Source: an optimization exercise on an open RTL-to-GDS flow (aim: small area, a short achievable clock period and few clock cycles). Production flows keep margins and buffers that such runs may drop.
Only simulation tests tie the RTL to the original design; equivalence was not proved.
Power is estimated from default activity; no workload was simulated.

==> trial 28: inputs <==
## mips
module mips(
    input         clk,
    input         reset,
    input  [31:0] i_inst_rdata,
    input  [31:0] m_data_rdata,
    output [31:0] i_inst_addr,
    output [31:0] m_data_addr,
    output [31:0] m_data_wdata,
    output [3:0]  m_data_byteen,
    output [31:0] m_inst_addr,
    output        w_grf_we,
    output [4:0]  w_grf_addr,
    output [31:0] w_grf_wdata,
    output [31:0] w_inst_addr
);
    reg [31:0] pc_f;
    reg [31:0] ir_x, pc_x;
    reg        v_x;
    reg [31:0] res_m, wd_m, pc_m;
    reg [3:0]  be_m;
    reg [4:0]  dst_m;
    reg        ld_m;
    reg [1:0]  lt_m;
    reg [31:0] data_w, pc_w;
    reg [4:0]  dst_w;
    reg        we_w;
    assign i_inst_addr   = pc_f;
    assign m_data_addr   = res_m;
    assign m_data_wdata  = wd_m;
    assign m_data_byteen = be_m;
    assign m_inst_addr   = pc_m;
    assign w_grf_we      = we_w;
    assign w_grf_addr    = dst_w;
    assign w_grf_wdata   = data_w;
    assign w_inst_addr   = pc_w;
    wire [5:0]  op  = ir_x[31:26];
    wire [5:0]  fn  = ir_x[5:0];
    wire [4:0]  rs  = ir_x[25:21];
    wire [4:0]  rt  = ir_x[20:16];
    wire [4:0]  rd  = ir_x[15:11];
    wire [15:0] imm = ir_x[15:0];
    wire rtype   = (op == 6'b000000);
    wire i_beq   = (op == 6'b000100);
    wire i_bne   = (op == 6'b000101);
    wire i_jal   = (op == 6'b000011);
    wire i_jr    = rtype & (fn == 6'b001000);
    wire i_alui  = (op[5:3] == 3'b001);           
    wire i_lui   = i_alui & (op[2:0] == 3'b111);
    wire i_load  = (op[5:3] == 3'b100);           
    wire i_store = (op[5:3] == 3'b101);           
    wire i_md    = rtype & (fn[5:4] == 2'b01);     
    wire i_mf    = i_md & ~fn[3] & ~fn[0];         
    wire i_mt    = i_md & ~fn[3] &  fn[0];         
    wire i_mul   = i_md &  fn[3] & ~fn[1];         
    wire i_div   = i_md &  fn[3] &  fn[1];         
    wire wr_rd   = rtype & (fn[5] | i_mf);
    wire [4:0] dst = i_jal ? 5'd31 : (i_alui | i_load) ? rt : wr_rd ? rd : 5'd0;
    wire use_rs = ~(i_jal | i_lui);
    wire use_rt = rtype | i_beq | i_bne | i_store;
    wire [31:0] rf1, rf2;
    GRF u_grf (
        .clk(clk), .reset(reset),
        .we(we_w), .wa(dst_w), .wd(data_w),
        .ra1(rs), .ra2(rt), .rd1(rf1), .rd2(rf2)
    );
  ...
Settings: LEC_CHECK=0, CAP_MARGIN=20, CORE_MARGIN=2, CORE_UTILIZATION=30, PLACE_DENSITY=0.42, SLEW_MARGIN=20; clock period 90.0 ns.
run.sh (not shown) runs the stock make flow with config.mk's settings and CLKGATE_MAP_FILE= SYNTH_SCRIPT=/design/flow/synth_recipe.tcl, a recipe that flattens the netlist after the stock synthesis.
==> build 56 (differences from trial 28) <==
--- a/flow/design.v
+++ b/flow/design.v
@@ -23,14 +23,33 @@
         for (i = 1; i < 32; i = i + 1) begin
             rd1 = rd1 | (regs[i] & {32{ra1 == i}});
             rd2 = rd2 | (regs[i] & {32{ra2 == i}});
         end
     end
 endmodule
 `timescale 1ns / 1ps
+module RCA #(parameter W = 32) (
+    input  [W-1:0] a,
+    input  [W-1:0] b,
+    input          ci,
+    output [W-1:0] s,
+    output         co
+);
+    wire [W:0] c;
+    assign c[0] = ci;
+    genvar i;
+    generate
+        for (i = 0; i < W; i = i + 1) begin : g_fa
+            assign s[i]   = a[i] ^ b[i] ^ c[i];
+            assign c[i+1] = (a[i] & b[i]) | (c[i] & (a[i] ^ b[i]));
+        end
+    endgenerate
+    assign co = c[W];
+endmodule
+`timescale 1ns / 1ps
 module MDU(
     input             clk,
     input             reset,
     input             go_mul,      
     input             go_div,      
     input             go_mthi,
     input             go_mtlo,
@@ -38,88 +57,102 @@
     input      [31:0] a,           
     input      [31:0] b,           
     input      [31:0] an,          
     output reg [31:0] hi,
     output reg [31:0] lo,
     output reg        negh,
     output reg        negl,
+    output reg        hc,
     output            busy
 );
     reg [31:0] md_d;       
-    reg        md_dc;      
-    reg        md_sgn;     
     reg        md_mul;
-    reg [3:0]  md_cnt;
-    assign busy = (md_cnt != 4'd0);
-    wire        sn   = sgn & a[31];
-    wire        sd   = sgn & b[31];
-    wire [31:0] dneg = sd ? b : ~b;           
-    wire        dc   = ~sd;
-    wire [33:0] cmp  = {2'b00, an} + {2'b01, dneg} + {33'd0, dc};
-    wire        ge   = cmp[33];               
-    wire        dz   = (b == 32'd0);
-    wire        last  = (md_cnt == 4'd1);
-    wire [7:0]  chunk = lo[7:0];
-    wire signed [32:0] mA = {md_sgn & md_d[31], md_d};
-    wire signed [8:0]  mB = {last & md_sgn & chunk[7], chunk};
-    wire signed [41:0] pp = mA * mB;
-    wire signed [41:0] hx = {{10{md_sgn & hi[31]}}, hi};
-    wire [41:0] mt = hx + pp;
-    reg [31:0] r, q;
-    reg [32:0] r33;
-    reg [33:0] s;
-    integer k;
-    always @(*) begin
-        r = hi;
-        q = lo;
-        for (k = 0; k < 4; k = k + 1) begin
-            r33 = {r, q[31]};
-            s   = {1'b0, r33} + {1'b1, md_d} + {33'd0, md_dc};
-            q   = {q[30:0], s[33]};
-            r   = s[33] ? s[31:0] : r33[31:0];
-        end
-    end
+    reg [5:0]  md_cnt;
+    assign busy = (md_cnt != 6'd0);
+    function [5:0] lzc32;
+        input [31:0] x;
+        integer j;
+        begin
+            lzc32 = 6'd32;
+            for (j = 0; j < 32; j = j + 1)
+                if (x[j]) lzc32 = 6'd31 - j[5:0];
+        end
+    endfunction
+    wire        sa  = sgn & a[31];
+    wire        sb  = sgn & b[31];
+    wire [31:0] bn  = (b ^ {32{sb}}) + {31'd0, sb};      
+    wire [5:0]  lza = lzc32(an);
+    wire [5:0]  lzb = lzc32(bn);
+    wire        dz  = lzb[5];                            
+    wire        az  = lza[5];                            
+    wire [5:0]  dsh = lzb - lza;                         
+    wire        dq0 = lza > lzb;                         
+    wire [4:0]  sha = go_mul ? {lzb[4:2], 2'b00} : dsh[4:0];
+    wire [31:0] bsh = bn << sha;
+    wire [3:0]  ch  = hi[31:28];
+    wire [35:0] pp  = ({4'd0, md_d & {32{ch[0]}}}) +
+                      ({3'd0, md_d & {32{ch[1]}}, 1'b0}) +
+                      ({2'd0, md_d & {32{ch[2]}}, 2'b0}) +
+                      ({1'd0, md_d & {32{ch[3]}}, 3'b0});
+    wire [36:0] ml;
+    RCA #(36) u_mla (.a({lo, 4'd0}), .b(pp), .ci(1'b0), .s(ml[35:0]), .co(ml[36]));
+    wire [27:0] mh  = hi[27:0] + {27'd0, ml[36]};
+    wire [31:0] mlo = ml[31:0];
+    wire [31:0] mhi = {mh, ml[35:32]};
+    wire [31:0] dt;
+    wire        dge;                         
+    RCA #(32) u_dsub (.a(hi), .b(~md_d), .ci(1'b1), .s(dt), .co(dge));
     always @(posedge clk) begin
         if (reset) begin
             hi     <= 32'd0;
             lo     <= 32'd0;
             negh   <= 1'b0;
             negl   <= 1'b0;
-            md_cnt <= 4'd0;
+            hc     <= 1'b1;
+            md_cnt <= 6'd0;
         end else if (busy) begin
-            md_cnt <= md_cnt - 4'd1;
+            md_cnt <= md_cnt - 6'd1;
             if (md_mul) begin
-                hi <= mt[39:8];
-                lo <= {mt[7:0], lo[31:8]};
+                hi <= mhi;
+                lo <= mlo;
+                hc <= (mlo == 32'd0);
             end else begin
-                hi <= r;
-                lo <= q;
+                if (dge) hi <= dt[31:0];
+                lo   <= {lo[30:0], dge};
+                md_d <= {1'b0, md_d[31:1]};
             end
         end else if (go_mul) begin
-            hi     <= 32'd0;
-            lo     <= b;
-            md_d   <= a;
-            md_sgn <= sgn;
-            md_mul <= 1'b1;
-            md_cnt <= 4'd4;
-            negh   <= 1'b0;
-            negl   <= 1'b0;
+            negh <= sa ^ sb;
+            negl <= sa ^ sb;
+            hc   <= 1'b1;
+            if (az | dz) begin
+                hi <= 32'd0;
+                lo <= 32'd0;
+            end else begin
+                hi     <= bsh;
+                lo     <= 32'd0;
+                md_d   <= an;
+                md_mul <= 1'b1;
+                md_cnt <= {1'b0, 5'd8 - {2'b00, lzb[4:2]}};
+            end
         end else if (go_div & ~dz) begin
-            negh <= ge & sn;
-            negl <= ge & (sn ^ sd);
-            if (ge) begin
-                hi     <= 32'd0;
-                lo     <= an;
-                md_d   <= dneg;
-                md_dc  <= dc;
+            hc <= 1'b1;
+            if (dq0) begin
+                hi   <= a;
+                lo   <= 32'd0;
+                negh <= 1'b0;
+                negl <= 1'b0;
+            end else begin
+                hi     <= an;
+                lo     <= 32'd0;
+                md_d   <= bsh;
                 md_mul <= 1'b0;
-                md_cnt <= 4'd8;
-            end else begin
-                hi <= a;
-                lo <= 32'd0;
+                md_cnt <= dsh + 6'd1;
+                negh   <= sa;
+                negl   <= sa ^ sb;
             end
         end else begin
             if (go_mthi) begin hi <= a; negh <= 1'b0; end
             if (go_mtlo) begin lo <= a; negl <= 1'b0; end
         end
     end
 endmodule
@@ -197,47 +230,51 @@
     wire [31:0] rsv = fm1 ? res_m : fw1 ? data_w : rf1;
     wire [31:0] rtv = fm2 ? res_m : fw2 ? data_w : rf2;
     wire md_busy;
     wire ld_hz = ld_m & ((use_rs & fm1) | (use_rt & fm2));
     wire stall = v_x & (ld_hz | (i_md & md_busy));
     wire go    = v_x & ~stall;
     wire [31:0] pc4   = pc_f + 32'd4;                
-    wire [31:0] btgt  = pc_f + {{14{imm[15]}}, imm, 2'b00};
+    wire [31:0] btgt;
+    RCA #(30) u_badd (.a(pc_f[31:2]), .b({{14{imm[15]}}, imm}), .ci(1'b0), .s(btgt[31:2]), .co());
+    assign btgt[1:0] = pc_f[1:0];
     wire        eq    = (rsv == rtv);
     wire        taken = v_x & (i_jal | i_jr | (i_beq & eq) | (i_bne & ~eq));
     wire [31:0] tgt   = i_jr ? rsv : i_jal ? {pc_f[31:28], ir_x[25:0], 2'b00} : btgt;
     wire [31:0] npc   = taken ? tgt : pc4;
     wire [31:0] immx = (i_alui & op[2]) ? {16'd0, imm} : {{16{imm[15]}}, imm};
     wire [31:0] bv   = rtype ? rtv : immx;
     wire        sub  = rtype & fn[1];
-    wire [32:0] sum33 = {1'b0, rsv} + {1'b0, sub ? ~bv : bv} + {32'd0, sub};
-    wire [31:0] sum  = sum33[31:0];
-    wire        ltu  = ~sum33[32];
+    wire [31:0] sum;
+    wire        cout;
+    RCA #(32) u_add (.a(rsv), .b(sub ? ~bv : bv), .ci(sub), .s(sum), .co(cout));
+    wire        ltu  = ~cout;
     wire        lts  = (rsv[31] ^ bv[31]) ? rsv[31] : sum[31];
     wire        sel_logic = rtype ? fn[2] : (i_alui & op[2] & ~op[1]);
     wire        lor       = rtype ? fn[0] : op[0];
     wire        sel_slt   = rtype & fn[3];
     wire        sgn   = ~fn[0];
     wire [31:0] hi, lo;
-    wire        negh, negl;
+    wire        negh, negl, hc;
     wire [31:0] ng_in = i_mf ? (fn[1] ? lo : hi) : rsv;
     wire        ng_f  = i_mf ? (fn[1] ? negl : negh) : (sgn & rsv[31]);
-    wire [31:0] ng_out = (ng_in ^ {32{ng_f}}) + {31'd0, ng_f};
+    wire        ng_c  = i_mf ? (fn[1] ? negl : (negh & hc)) : (sgn & rsv[31]);
+    wire [31:0] ng_out = (ng_in ^ {32{ng_f}}) + {31'd0, ng_c};
     wire [31:0] res = i_mf      ? ng_out :
                       i_jal     ? pc4 :
                       i_lui     ? {imm, 16'd0} :
                       sel_slt   ? {31'd0, fn[0] ? ltu : lts} :
                       sel_logic ? (lor ? (rsv | bv) : (rsv & bv)) :
                       sum;
     MDU u_mdu (
         .clk(clk), .reset(reset),
         .go_mul(go & i_mul), .go_div(go & i_div),
         .go_mthi(go & i_mt & ~fn[1]), .go_mtlo(go & i_mt & fn[1]),
         .sgn(sgn), .a(rsv), .b(rtv), .an(ng_out),
-        .hi(hi), .lo(lo), .negh(negh), .negl(negl),
+        .hi(hi), .lo(lo), .negh(negh), .negl(negl), .hc(hc),
         .busy(md_busy)
     );
     wire [1:0]  a10 = sum[1:0];
     wire [3:0]  be  = op[1] ? 4'b1111 :
                       op[0] ? (a10[1] ? 4'b1100 : 4'b0011) :
                       (4'b0001 << a10);
     wire [31:0] wd  = {op[1] ? rtv[31:24] : op[0] ? rtv[15:8] : rtv[7:0],
Settings changed: CORE_UTILIZATION 30 to 40, PLACE_DENSITY 0.42 to 0.5, SLEW_MARGIN 20 to 60.
==> comparison table <==
| quantity | trial 28 | build 56 |
|---|---|---|
| Post-synthesis xor/xnor area fraction | 3.746% | 3.243% |
| Vias after detailed routing | 79940 | 74680 |
| Fraction of the mapped netlist area in compound gates | 18.87% | 18.95% |
| Longest individual stage delay on the worst path | 990 ps | 710 ps |
| Outcome | finished clean | finished clean |
| Sequential cells | 1372 | 1373 |
| Largest net degree at the start of global routing | 71 | 66 |
| Least-Margin Pin Slew | 1394 ps | 710.8 ps |
| Net Count, Synth | 8880 | 7645 |
| Seq cells post-synth | 1372 | 1373 |
| Maximum number of buffers from clock root to sink | 4 | 3 |
| Share of final-layout standard cells stronger than drive strength 1 | 11.67% | 14.18% |
| Worst path arrival time | 2560 ps | 2210 ps |
| Power density over cell area | 21.51 nW/um^2 | 32.34 nW/um^2 |
| Crit. Startpoint | data_w[15]$_DFF_P_ | data_w[9]$_DFF_P_ |
| Total number of multi-input combinational cells | 5964 | 5189 |
| Register-to-Register Path Depth | 50 | 53 |
Testbench counts of trial 28, summed over its fixed seeds: cycles 28,981.
Testbench counts of build 56, summed over its fixed seeds: cycles 29,405.

* * *

==> inputs of job 9430 <==
Another version of the RTL of mips (not shown whole).
clock: 90.0 ns
lec_check: 0
cap_margin: 20
core_margin: 2
core_utilization: 40
cts_cluster_diameter: 100
cts_cluster_size: 20
place_density: 0.5
slew_margin: 20
standard.sh (not shown) runs the stock make flow with config.mk's settings and CLKGATE_MAP_FILE= SYNTH_SCRIPT=/design/flow/synth_recipe.tcl, a recipe that flattens the netlist after the stock synthesis.
==> flow/flow/run.sh <==
#!/bin/bash
# The standard layout (the standard.sh: unchanged synthesis and steps),
# with two changes to how the ports are driven:
#  - the buffers placed on the input and output ports are
#    sky130_fd_sc_hd__buf_2 cells instead of the cell buffer_ports picks on
#    its own (clkdlybuf4s50_1, a delay cell: twice the area, 0.5 ns slower);
#  - at the end of the resize step, the flip-flops that drive an output
#    port's buffer get a stronger output (upsize_outputs.tcl).
set -euo pipefail
here=$(cd "$(dirname "$0")" && pwd)
export BUFFER_PORTS_ARGS="-buffer_cell sky130_fd_sc_hd__buf_2"
export POST_RESIZE_TCL="$here/upsize_outputs.tcl"
bash standard.sh > standard.log 2>&1
==> flow/flow/upsize_outputs.tcl <==
# Sourced by ORFS at the end of the resize step (POST_RESIZE_TCL), before
# detailed placement: each plain flip-flop that drives an output port's
# buffer becomes the same flip-flop with a stronger output (dfxtp_4), so the
# register-to-output paths do not wait on a weak driver's slow edge.
set block [ord::get_db_block]
set n 0
foreach bterm [$block getBTerms] {
  if {[$bterm getIoType] ne "OUTPUT"} { continue }
  set net [$bterm getNet]
  if {$net eq "NULL"} { continue }
  set buf ""
  foreach it [$net getITerms] {
    if {[$it isOutputSignal]} { set buf [$it getInst] }
  }
  if {$buf eq ""} { continue }
  set innet ""
  foreach it [$buf getITerms] {
    if {[$it isInputSignal]} { set innet [$it getNet] }
  }
  if {$innet eq "" || $innet eq "NULL"} { continue }
  foreach it [$innet getITerms] {
    if {[$it isOutputSignal]} {
      set drv [$it getInst]
      if {[[$drv getMaster] getName] eq "sky130_fd_sc_hd__dfxtp_1"} {
        replace_cell [get_cells [$drv getName]] sky130_fd_sc_hd__dfxtp_4
        incr n
      }
    }
  }
}
puts "upsize_outputs: $n flip-flops upsized"
==> job 3111: changes against job 9430 <==
--- a/flow/design.v
+++ b/flow/design.v
@@ -209,10 +209,11 @@
     reg [31:0] res_m, wd_m, pc_m;
     reg [3:0]  be_m;
     reg [4:0]  dst_m;
     reg        ld_m;
     reg [1:0]  lt_m;
+    reg [1:0]  am_m;      
     reg [31:0] data_w, pc_w;
     reg [4:0]  dst_w;
     reg        we_w;
     reg        rst;
     assign i_inst_addr   = pc_f;
@@ -314,11 +315,11 @@
                       (4'b0001 << a10);
     wire [31:0] wd  = {op[1] ? rtv[31:24] : op[0] ? rtv[15:8] : rtv[7:0],
                        op[1] ? rtv[23:16] : rtv[7:0],
                        op[0] ? rtv[15:8]  : rtv[7:0],
                        rtv[7:0]};
-    wire [1:0]  am    = res_m[1:0];
+    wire [1:0]  am    = am_m;
     wire [7:0]  lbyte = am[1] ? (am[0] ? m_data_rdata[31:24] : m_data_rdata[23:16])
                               : (am[0] ? m_data_rdata[15:8]  : m_data_rdata[7:0]);
     wire [15:0] lhalf = am[1] ? m_data_rdata[31:16] : m_data_rdata[15:0];
     wire [31:0] ldv   = lt_m[1] ? m_data_rdata :
                         lt_m[0] ? {{16{lhalf[15]}}, lhalf} :
@@ -335,10 +336,11 @@
         end
         res_m <= res;
         wd_m  <= wd;
         pc_m  <= pc_x;
         lt_m  <= op[1:0];
+        if (go & i_load) am_m <= sum[1:0];
         if (rst | ~go) begin
             dst_m <= 5'd0;
             ld_m  <= 1'b0;
         end else begin
             dst_m <= dst;
==> impl_metrics.tcl <==
set metrics [dict create \
    taps 2511 \
    synth_top_family_by_area "simple AND/OR/NAND/NOR gates" \
    synthTopCellsByArea "edfxtp_1, dfxtp_1, and3_1" \
    p_seq_share_pct 38.1 \
    fin_nets 7642 \
    hold_end "pc_m[8]" \
    layout_common_cells "edfxtp_1, and3_1, a22oi_1" \
    status "timing/DRC/antenna clean" \
    max_slew.worst_pin.slew_ps 1320 \
]
[end of results for job 9430]
==> impl_metrics.tcl <==
set metrics [dict create \
    fin_util_pct 45.2 \
    p_seq_share_pct 39.2 \
    synth_commonest_cells "edfxtp_1, a22oi_1, nand2_1" \
    synth_nets 7334 \
    ys_types 99 \
    layout_common_cells "edfxtp_1, a22oi_1, nand2_1" \
    taps 2495 \
    status "timing/DRC/antenna clean" \
    max_slew.worst_pin.slew_ps 1250 \
    synth-seq-cells 1376 \
    synthTopCellsByArea "edfxtp_1, dfxtp_1, a22oi_1" \
    hold_end "pc_m[6]" \
]
[end of results for job 3111]
Testbench counts of job 9430, summed over its fixed seeds: cycles 29,485.
Testbench counts of job 3111, summed over its fixed seeds: cycles 29,485.

[what the ideal ports hide]
How much do the figures lean on ideal ports? The routed layouts below were timed once more, with nothing changed but the port constraints. Step 1, drivers: a clkbuf_16 drives clk and a buf_2 each remaining input, both assumed. Step 2 also shifts input and output timing later by t, the mid clock arrival at the registers, as if the neighbouring blocks saw the same clock. Slacks: ideal ports / drivers / drivers and shift; pairs: ideal ports / drivers.
run	t, ns	setup WS [ns]	hold slack, ns	latest minus earliest clock arrival (ns)	slew at the worst register clock pin (ns)
trial 28	0.937	69.442 / 69.359 / 68.747	0.337 / 0.337 / 0.337	0.141 / 0.140	0.07 / 0.07
build 56	0.939	69.791 / 69.700 / 69.764	0.337 / 0.337 / 0.337	0.072 / 0.072	0.07 / 0.07
job 9430	0.896	70.313 / 70.221 / 70.304	0.343 / 0.343 / 0.343	0.087 / 0.087	0.10 / 0.10
job 3111	0.859	70.512 / 70.426 / 70.418	0.333 / 0.333 / 0.333	0.053 / 0.053	0.10 / 0.10
After both steps every run listed still meets setup and hold. For trial 28, which loses most, drivers alone change the setup slack by -0.083 ns; drivers and shift together by -0.695 ns.
